This design comes from an exercise in tuning for small area on the open sky130 flow, not from production work. In this exercise RTL edits were held to simulation tests only and were not proved equivalent to the original.

==> flow/design.v, too long to show whole: its modules and the start of the top module <==
// module div_unit: 98 lines
// module add_bk32: 207 lines
// module add_bk33: 214 lines
// module mul_unit: 26 lines
// module booth33: 2375 lines
// module add_bk64: 427 lines
// module int_alu_top: 107 lines
module int_alu_top (
    input  logic        clk          ,
    input  logic        rst_n        ,
    input  logic        in_valid     ,
    input  logic [ 4:0] in_microop   ,
    input  logic [31:0] in_data1     ,
    input  logic [31:0] in_data2     ,
    input  logic [ 5:0] in_dest      ,
    input  logic [ 2:0] in_ticket    ,
    output logic        out_valid    ,
    output logic [ 5:0] out_dest     ,
    output logic [ 2:0] out_ticket   ,
    output logic [31:0] out_data     ,
    output logic        out_exception,
    output logic [ 3:0] out_cause    ,
    output logic        busy
);
  // ...
==> flow/run.sh <==
#!/bin/bash
# synth_recipe.tcl (not shown) runs the flow's synth.tcl, then flattens the netlist and writes it again
# the make line also repeats each setting of config.mk as NAME=value (left out here)
make -C /OpenROAD-flow-scripts/flow DESIGN_CONFIG=/design/flow/config.mk WORK_HOME=/design/flow/orfs CLKGATE_MAP_FILE= SYNTH_SCRIPT=/design/flow/synth_recipe.tcl finish
==> flow/config.mk <==
export PLATFORM = sky130hd
export DESIGN_NAME = int_alu_top
export DESIGN_NICKNAME = int_alu_top
export VERILOG_FILES = /design/flow/design.v
export SDC_FILE = /design/flow/constraint.sdc
export NUM_CORES = 4
export LEC_CHECK = 0
export ABC_AREA = 1
export CAP_MARGIN = 20
export CORE_MARGIN = 2
export CORE_UTILIZATION = 40
export SLEW_MARGIN = 20
==> flow/constraint.sdc <==
create_clock -name core_clock -period 10.0 [get_ports {clk}]
set_input_delay 2.0000 -clock core_clock [delete_from_list [all_inputs] [get_ports {clk}]]
set_output_delay 2.0000 -clock core_clock [all_outputs]
set_load 0.01 [all_outputs]
==> notes.md, run 1 <==
- Status: no timing/DRC/antenna violations
- Area of the multi-input gates: 0.0315 sq mm
- Arrival time worst endpoint: 9.83 ns
- Seq cells post-synth: 239
- Tapcell Cnt: 1298
- Row count: 116
- Via/cell ratio: 5.93
- Seq/total area: 11.7%
- Fillers: 9971
- Root buf cell: clkbuf_16
- Multiplexer share of the synthesized area: 0.0992%
- Grt ovf: 0
- Post-synth ARST share: 2.09%
- Initial Util: 40.4%
- Setup CP Type: in2reg
- Top layer in use: met5
- Reg2reg path depth: 37
- Via count: 36829
- Commonest register cell after synthesis: dfxtp_1
- Diode count: 5
- H-tree Lvls: 1
- Setup bufs post-CTS: 0
- Critical Path Stages: 28
- Routed Wire Length: 168000 um
- Crit Path Max Fanout: 17
==> module div_unit, before the edit <==
module div_unit (
    input  logic        clk   ,
    input  logic        rst_n ,
    input  logic        start ,
    input  logic [ 4:0] op    ,
    input  logic [31:0] a     ,
    input  logic [31:0] b     ,
    input  logic [ 8:0] tag_in,
    output logic        done  ,
    output logic        busy  ,
    output logic [31:0] res   ,
    output logic [ 8:0] tag
);
    logic [ 3:0] cnt;
    logic        act;
    logic [31:0] rem_q, quo_q, dx_q;
    logic        cin_q, neg_q, sel_rem;
    assign done = act & (cnt == 4'd0);
    assign busy = act & (cnt != 4'd0);
    logic        sgn, an, bn;
    logic [31:0] neg_in, neg_out, amag;
    assign sgn     = ~op[0];
    assign an      = sgn & a[31];
    assign bn      = sgn & b[31];
    assign neg_in  = done ? (sel_rem ? rem_q : quo_q) : a;
    logic        ngate, nco;
    assign ngate   = done ? neg_q : an;
    add_bk32 negator (
        .a    (neg_in ^ {32{ngate}}),
        .b    (32'd0  ),
        .cin  (ngate  ),
        .s    (neg_out),
        .cout (nco    )
    );
    assign amag    = neg_out;
    assign res     = neg_out;
    logic       dsmall;
    logic [1:0] dlow, r1, r2;
    logic       q1, q0;
    assign dsmall = bn ? ((&b[31:2]) & (b[1:0] != 2'd0)) : (b[31:2] == 30'd0);
    assign dlow  = bn ? (2'd0 - b[1:0]) : b[1:0];
    always_comb begin
        q1 = amag[31] & dsmall & (dlow == 2'd1);
        r1 = {1'b0, amag[31] & ~q1};
        r2 = {r1[0], amag[30]};
        q0 = dsmall & (dlow <= r2);
        if (q0) r2 = r2 - dlow;
    end
    logic [32:0] d1, d2;
    logic        c1, c2;
    add_bk33 step1 (
        .a    ({rem_q, quo_q[31]}),
        .b    ({1'b1, dx_q}),
        .cin  (cin_q),
        .s    (d1   ),
        .cout (c1   )
    );
    add_bk33 step2 (
        .a    ({r1s, q1s[31]}),
        .b    ({1'b1, dx_q}),
        .cin  (cin_q),
        .s    (d2   ),
        .cout (c2   )
    );
    logic [31:0] r1s, q1s, r2s, q2s;
    always_comb begin
        r1s = d1[32] ? {rem_q[30:0], quo_q[31]} : d1[31:0];
        q1s = {quo_q[30:0], ~d1[32]};
        r2s = d2[32] ? {r1s[30:0], q1s[31]} : d2[31:0];
        q2s = {q1s[30:0], ~d2[32]};
    end
    always_ff @(posedge clk or negedge rst_n) begin
        if (!rst_n) begin
            act <= 1'b0;
            cnt <= 4'd0;
        end else if (start) begin
            act <= 1'b1;
            cnt <= 4'd15;
        end else if (act) begin
            act <= (cnt != 4'd0);
            cnt <= cnt - 4'd1;
        end
    end
    always_ff @(posedge clk) begin
        if (act) begin
            rem_q   <= r2s;
            quo_q   <= q2s;
        end else begin
            rem_q   <= {30'd0, r2};
            quo_q   <= {amag[29:0], q1, q0};
            dx_q    <= bn ? b : ~b;
            cin_q   <= ~bn;
            sel_rem <= op[3];
            neg_q   <= op[3] ? an : (an ^ bn);
            tag     <= tag_in;
        end
    end
endmodule
==> module int_alu_top, before the edit <==
module int_alu_top (
    input  logic        clk          ,
    input  logic        rst_n        ,
    input  logic        in_valid     ,
    input  logic [ 4:0] in_microop   ,
    input  logic [31:0] in_data1     ,
    input  logic [31:0] in_data2     ,
    input  logic [ 5:0] in_dest      ,
    input  logic [ 2:0] in_ticket    ,
    output logic        out_valid    ,
    output logic [ 5:0] out_dest     ,
    output logic [ 2:0] out_ticket   ,
    output logic [31:0] out_data     ,
    output logic        out_exception,
    output logic [ 3:0] out_cause    ,
    output logic        busy
);
    logic [4:0] op;
    assign op = in_microop;
    logic is_mul, is_div, d2zero, ovf, div_triv, div_start, mul_start;
    assign is_mul    = (op == 5'd2) | (op == 5'd3) | (op == 5'd4) | (op == 5'd5);
    assign is_div    = (op == 5'd6) | (op == 5'd7) | (op == 5'd8) | (op == 5'd9);
    assign d2zero    = (in_data2 == 32'd0);
    assign ovf       = (in_data1 == 32'h8000_0000) & (in_data2 == 32'hffff_ffff) & ~op[0];
    assign div_triv  = d2zero | ovf;
    assign div_start = in_valid & is_div & ~div_triv;
    assign mul_start = in_valid & is_mul;
    logic [31:0] comb, addsub;
    logic        asco;
    add_bk32 alu_add (
        .a    (in_data1),
        .b    (in_data2 ^ {32{op[0]}}),
        .cin  (op[0]   ),
        .s    (addsub  ),
        .cout (asco    )
    );
    always_comb begin
        case (op)
            5'd0:    comb = addsub;
            5'd1:    comb = addsub;
            5'd6:    comb = d2zero ? 32'hffff_ffff : 32'h8000_0000;
            5'd7:    comb = 32'hffff_ffff;
            5'd8:    comb = d2zero ? in_data1 : 32'd0;
            5'd9:    comb = in_data1;
            5'd10:   comb = in_data1 & in_data2;
            5'd11:   comb = in_data1 | in_data2;
            5'd12:   comb = in_data1 ^ in_data2;
            default: comb = 32'd0;
        endcase
    end
    logic        m_hi;
    logic [31:0] mres;
    mul_unit mul_unit (
        .op  (op      ),
        .a   (in_data1),
        .b   (in_data2),
        .res (mres    )
    );
    logic        mv1, mv2, mv3;
    logic [31:0] ms1, ms2, ms3;
    logic [ 8:0] mt1, mt2, mt3;
    always_ff @(posedge clk) begin
        mv1 <= mul_start;
        mv2 <= mv1;
        mv3 <= mv2;
        ms1 <= mres;
        ms2 <= ms1;
        ms3 <= ms2;
        mt1 <= {in_dest, in_ticket};
        mt2 <= mt1;
        mt3 <= mt2;
    end
    logic        d_done, d_busy;
    logic [31:0] dres;
    logic [ 8:0] dtag;
    div_unit div_unit (
        .clk    (clk      ),
        .rst_n  (rst_n    ),
        .start  (div_start),
        .op     (op       ),
        .a      (in_data1 ),
        .b      (in_data2 ),
        .tag_in ({in_dest, in_ticket}),
        .done   (d_done   ),
        .busy   (d_busy   ),
        .res    (dres     ),
        .tag    (dtag     )
    );
    assign busy      = mv2 | div_start | d_busy;
    assign out_valid = (in_valid & ~is_mul & ~(is_div & ~div_triv)) | mv3 | d_done;
    assign out_cause = 4'd2;
    always_comb begin
        if (mv3) begin
            {out_dest, out_ticket} = mt3;
            out_data               = ms3;
            out_exception          = 1'b0;
        end else if (d_done) begin
            {out_dest, out_ticket} = dtag;
            out_data               = dres;
            out_exception          = 1'b0;
        end else begin
            {out_dest, out_ticket} = {in_dest, in_ticket};
            out_data               = comb;
            out_exception          = (op > 5'd12);
        end
    end
endmodule
==> run 2: changes to the inputs <==
--- a/flow/design.v
+++ b/flow/design.v
@@ -118,17 +118,18 @@
     input  logic [ 4:0] op    ,
     input  logic [31:0] a     ,
     input  logic [31:0] b     ,
-    input  logic [ 8:0] tag_in,
+    input  logic [31:0] dx_q  ,    
+    output logic        act   ,
+    output logic [31:0] dx_new,    
     output logic        done  ,
     output logic        busy  ,
-    output logic [31:0] res   ,
-    output logic [ 8:0] tag
+    output logic [31:0] res
 );
     logic [ 3:0] cnt;
-    logic        act;
-    logic [31:0] rem_q, quo_q, dx_q;
+    logic [31:0] rem_q, quo_q;
     logic        cin_q, neg_q, sel_rem;
-    assign done = act & (cnt == 4'd0);
+    assign done   = act & (cnt == 4'd0);
+    assign dx_new = bn ? b : ~b;
     assign busy = act & (cnt != 4'd0);
     logic        sgn, an, bn;
     logic [31:0] neg_in, neg_out, amag;
@@ -201,11 +202,9 @@
         end else begin
             rem_q   <= {30'd0, r2};
             quo_q   <= {amag[29:0], q1, q0};
-            dx_q    <= bn ? b : ~b;
             cin_q   <= ~bn;
             sel_rem <= op[3];
             neg_q   <= op[3] ? an : (an ^ bn);
-            tag     <= tag_in;
         end
     end
 endmodule
@@ -3508,7 +3507,8 @@
             default: comb = 32'd0;
         endcase
     end
-    logic        m_hi;
+    logic        d_act;
+    logic [31:0] dx_new;
     logic [31:0] mres;
     mul_unit mul_unit (
         .op  (op      ),
@@ -3523,16 +3523,17 @@
         mv1 <= mul_start;
         mv2 <= mv1;
         mv3 <= mv2;
-        ms1 <= mres;
+        if (!d_act) begin
+            ms1 <= is_mul ? mres : dx_new;
+            mt1 <= {in_dest, in_ticket};
+        end
         ms2 <= ms1;
         ms3 <= ms2;
-        mt1 <= {in_dest, in_ticket};
         mt2 <= mt1;
         mt3 <= mt2;
     end
     logic        d_done, d_busy;
     logic [31:0] dres;
-    logic [ 8:0] dtag;
     div_unit div_unit (
         .clk    (clk      ),
         .rst_n  (rst_n    ),
@@ -3540,11 +3541,12 @@
         .op     (op       ),
         .a      (in_data1 ),
         .b      (in_data2 ),
-        .tag_in ({in_dest, in_ticket}),
+        .dx_q   (ms1      ),
+        .act    (d_act    ),
+        .dx_new (dx_new   ),
         .done   (d_done   ),
         .busy   (d_busy   ),
-        .res    (dres     ),
-        .tag    (dtag     )
+        .res    (dres     )
     );
     assign busy      = mv2 | div_start | d_busy;
     assign out_valid = (in_valid & ~is_mul & ~(is_div & ~div_triv)) | mv3 | d_done;
@@ -3555,7 +3557,7 @@
             out_data               = ms3;
             out_exception          = 1'b0;
         end else if (d_done) begin
-            {out_dest, out_ticket} = dtag;
+            {out_dest, out_ticket} = mt1;
             out_data               = dres;
             out_exception          = 1'b0;
         end else begin
==> run 2 against run 1 <==
Effect of this change:
- register-to-register slack gained 0.51 ns
- count of clock-buffer cells in the layout decreased by 24
- maximum frequency down 1.7%
- synthesized cell count fell by 1.7%
- core utilization barely moved
- sequential share of layout area down 1.6 points
- cell count fell by 1.3%
- setup slack lost 0.16 ns
- clock skew rose by 0.0077 ns
- critical path depth rose by 5
- via count is 1.2% higher
- largest cell class unchanged
==> notes.md, run 2 <==
- Fin crit share: 95.2%
- Critical Path RT: 10.22 ns
- Routed wire length per instance: 28.4 um
- CTS tree: yes
- Initial antenna violation count: 2
- Worst-Skew Late Latency: 0.51 ns
- Worst Setup End Kind: register
- DP HPWL: 131000 um
- Final ANT Viol Nets: 0
- Most common cell on crit path: nand2_1
- # IOs: 129
- Worst Hold Class: reg2reg
- Pins Over Slew Limit: 0
- PostCTS Resize Cnt: 0
- Largest net degree at the start of global routing: 74
- Register Area: 0.00443 sq mm
- DR iter-0 viols: 4589
- R2R setup slack: 1.75 ns
- Top cell type's share of synthesized area: 27.2%
- Setup CP Type: in2reg
- Commonest non-fill, non-tap cells in the layout: xor2_1 (637), nand2_1 (626), fa_1 (536)
- Post-synth ARST share: 2.53% (+0.43 points)
- Number of global-route vias before repair: 37069
- Slowest-stage cell, CP: clkdlybuf4s50_1
- Setup bufs post-CTS: 0 (unchanged)
- Reg2reg start: ms1[2]
- Commonest register cell after synthesis: dfxtp_1
- Area of the multi-input gates: 0.0314 sq mm (about the same)
- Diode count: 0 (-5)
- Share of cells above drive strength 1: 8.04%
- Syn Area/Cell: 8.25 sq um
- Routing usage on met2: 51.0%
- Synth cell types: 54
- Reg2reg path depth: 32 (-14%)
- Die height: 318 um
- Drc violations: 0
- Initial Util: 40.2% (-0.15 points)
- Row count: 115 (-0.86%)
- Final hold violations: 0
- Hold path cells: 0
- CP Launch Type: input port
- Root buf cell: clkbuf_16
- Status: no timing/DRC/antenna violations
- Worst-Margin Slew: 1.21 ns
- Max stage delay on crit path: 0.60 ns
- Synth Area in Adders: 36.7%
- Area of the mapped netlist: 0.0395 sq mm
- Area Growth Syn to Fin: 11.4%
- CTS Buf Count: 17
- Compound-Gate Fraction of Synth Area: 16.9%
- Routed Wire Length: 174000 um (+3.4%)
- Final nets: 5744
- Met3 Use GR: 8.53%
- DIE AREA: 0.101 sq mm
- Seq cells post-synth: 198 (-17%)
- Period minus WS final: 9.52 ns
- Post-Synthesis Cells: 4783
- Worst-path clk slew: 0.09 ns
- Hold_ws: 0.328 ns
- Met1 usage: 45.5%
- Grt ovf: 0 (unchanged)
- Seq/Total Area, Yosys: 11.2%
- Arrival time worst endpoint: 9.73 ns (-0.10 ns)
- Die width: 318 um
- Count leader, synth: xor2_1
- Fillers: 9803 (-1.7%)
- Synth area leader: fa_1
- Top post-synthesis cells by area: fa_1 (27%), xor2_1 (14%), ha_1 (9.5%)
- Worst hold start: mt2[1]
- First-pass detailed-route iteration total: 6
- CTS sink cnt: 198
- # setup viols final: 0
- Number of enable flip-flop cells after synthesis: 44
- Final Non-Filler Cells: 6128
- Hold buffers post-CTS: 0
- Skew final: 0.0230 ns
- First-pass GRT wire length: 254000 um
- Worst r2r dst: div_unit.rem_q[10]
- Slew margin rel.: 19.5%
- H-tree Lvls: 4 (+3)
- Clock Path Buffers: 2
- Post-synthesis xor/xnor area fraction: 15.0%
- Multiplexer share of the synthesized area: 0.216% (+0.12 points)
- Total track usage: 33.9%
- Post-Synth Simple-Gate Area: 10.7%
- Total of max-cap violations: 0
- Crit Path Max Fanout: 7 (-10)
- Max frequency: 105 MHz
- Commonest cells in the netlist: xor2_1 (637), nand2_1 (626), inv_1 (540)
- Via count: 37281 (+1.2%)
- I/O Buffers: 124
- Sum Neg Setup Slack: 0 ns
- Core area: 0.0981 sq mm
- GPL Wtd Cong: 1.02
- Yosys warning total: 2
- Gr busiest metal: met2
- RSZ-0062 raised after global routing: false
- Placed cell count: 6096
- Most common cell after layout, fill and taps aside: xor2_1
- Via/cell ratio: 6.08 (+2.5%)
- Main combinational cell family by area after synthesis: adder cells
- Hold Path End: mt3[1]
## run 2: cell count changes after synthesis, moves of 10 or more
cell	previous run	this run
clkinv_1	9	22
xor2_1	602	637
nor2_1	160	177
xnor2_1	82	39
nand2_1	664	626
a31oi_1	39	27
a32oi_1	1	25
a2111oi_0	0	10
a21oi_1	169	199
dfxtp_1	190	149
nand4_1	45	29
o21ai_0	223	185
clkbuf_1	265	249
## run 2: through the flow
stage | setup slack (ns) | utilization (%) | cell area [sq um]
2_1_floorplan | 1.40 | - | 39500
3_3_place_gp | -0.241 | 44.2 | 43400
3_5_place_dp | 0.141 | 44.2 | 43400
4_1_cts | 0.657 | 44.8 | 44000
5_1_grt | 0.212 | 44.8 | 44000
6_report | 0.484 | 44.8 | 44000
## run 2: cells by family after synthesis
family / after synthesis
AO/OA/AOI/OAI: 1101
XOR/XNOR: 676
adder cells (fa/ha/maj): 835
buffers and inverters: 956
flip-flops: 198
multiplexers: 8
other: 2
AND/OR/NAND/NOR: 1007
## run 2: area by class of cell
cell class | instances | share of cell area, %
repair buffers | 396 | 8.47
well taps | 1287 | 3.66
inverters | 584 | 4.99
flip-flops and latches | 198 | 10.1
multi-input cells | 3631 | 71.5
clock buffers | 19 | 0.985
clock inverters | 13 | 0.313
## run 2: worst max-delay path by stage
| stage | startpoint | cells past startpoint | slack [ns] | to |
|---|---|---|---|---|
| final | in_data2[18] | 33 | 0.48 | ms1[30] |
| after CTS | in_data1[23] | 24 | 0.66 | ms1[14] |
| after floorplan | in_data2[5] | 28 | 1.40 | ms1[13] |
| after global routing | in_data2[18] | 33 | 0.21 | ms1[30] |
| after global placement | in_data2[13] | 33 | -0.24 | ms1[30] |
| after detailed placement | in_data1[23] | 24 | 0.14 | ms1[14] |
## run 2: routing by layer
layer / vias to the layer above / share of wire, %
met4: 2 / 6.0
met2: 2385 / 43
met5: - / 0.0086
met1: 18377 / 40
li1: 15959 / -
met3: 558 / 12
## run 2: worst max-delay path: cells and delay by family
family          cells  cell delay (ns)
simple gates       11             0.98
compound gates      5             1.37
xor+xnor            2             0.41
fa+ha+maj           8             3.48
buf+inv             7             1.47

afterwards: timing with drivers on the ports:
The results above use ideal ports. As a check the final layouts listed here were re-extracted and re-timed, cells and wires unchanged.
Step 1 (the two cells are an assumption about what drives the block):
set clk [get_ports {clk}]
set_driving_cell -lib_cell sky130_fd_sc_hd__clkbuf_16 $clk
set_driving_cell -lib_cell sky130_fd_sc_hd__buf_2 [delete_from_list [all_inputs] $clk]
Step 2 moves the port delays by t, midway between the first and last clock arrival at a register: inputs arrive t later, outputs are due t later. That takes back most of the time a late clock gives input paths.
a / b / c = ideal ports / drivers / drivers and shift; a / b = the first two.
run	shift t [ns]	slack for setup (ns)	worst setup path after step 2	slew at the worst register clock pin (ns)	worst slew at a driven data input, ns
run 1	0.704	0.649 / 0.688 / -0.016	input to register	0.08 / 0.08	0.11
run 2	0.551	0.484 / 0.516 / -0.035	input to register	0.10 / 0.10	0.17
Met with ideal ports but missed after step 2: setup timing in run 1 and run 2. The setup slack of run 1, which loses most, moves by +0.039 ns with the drivers and by -0.665 ns with both steps.
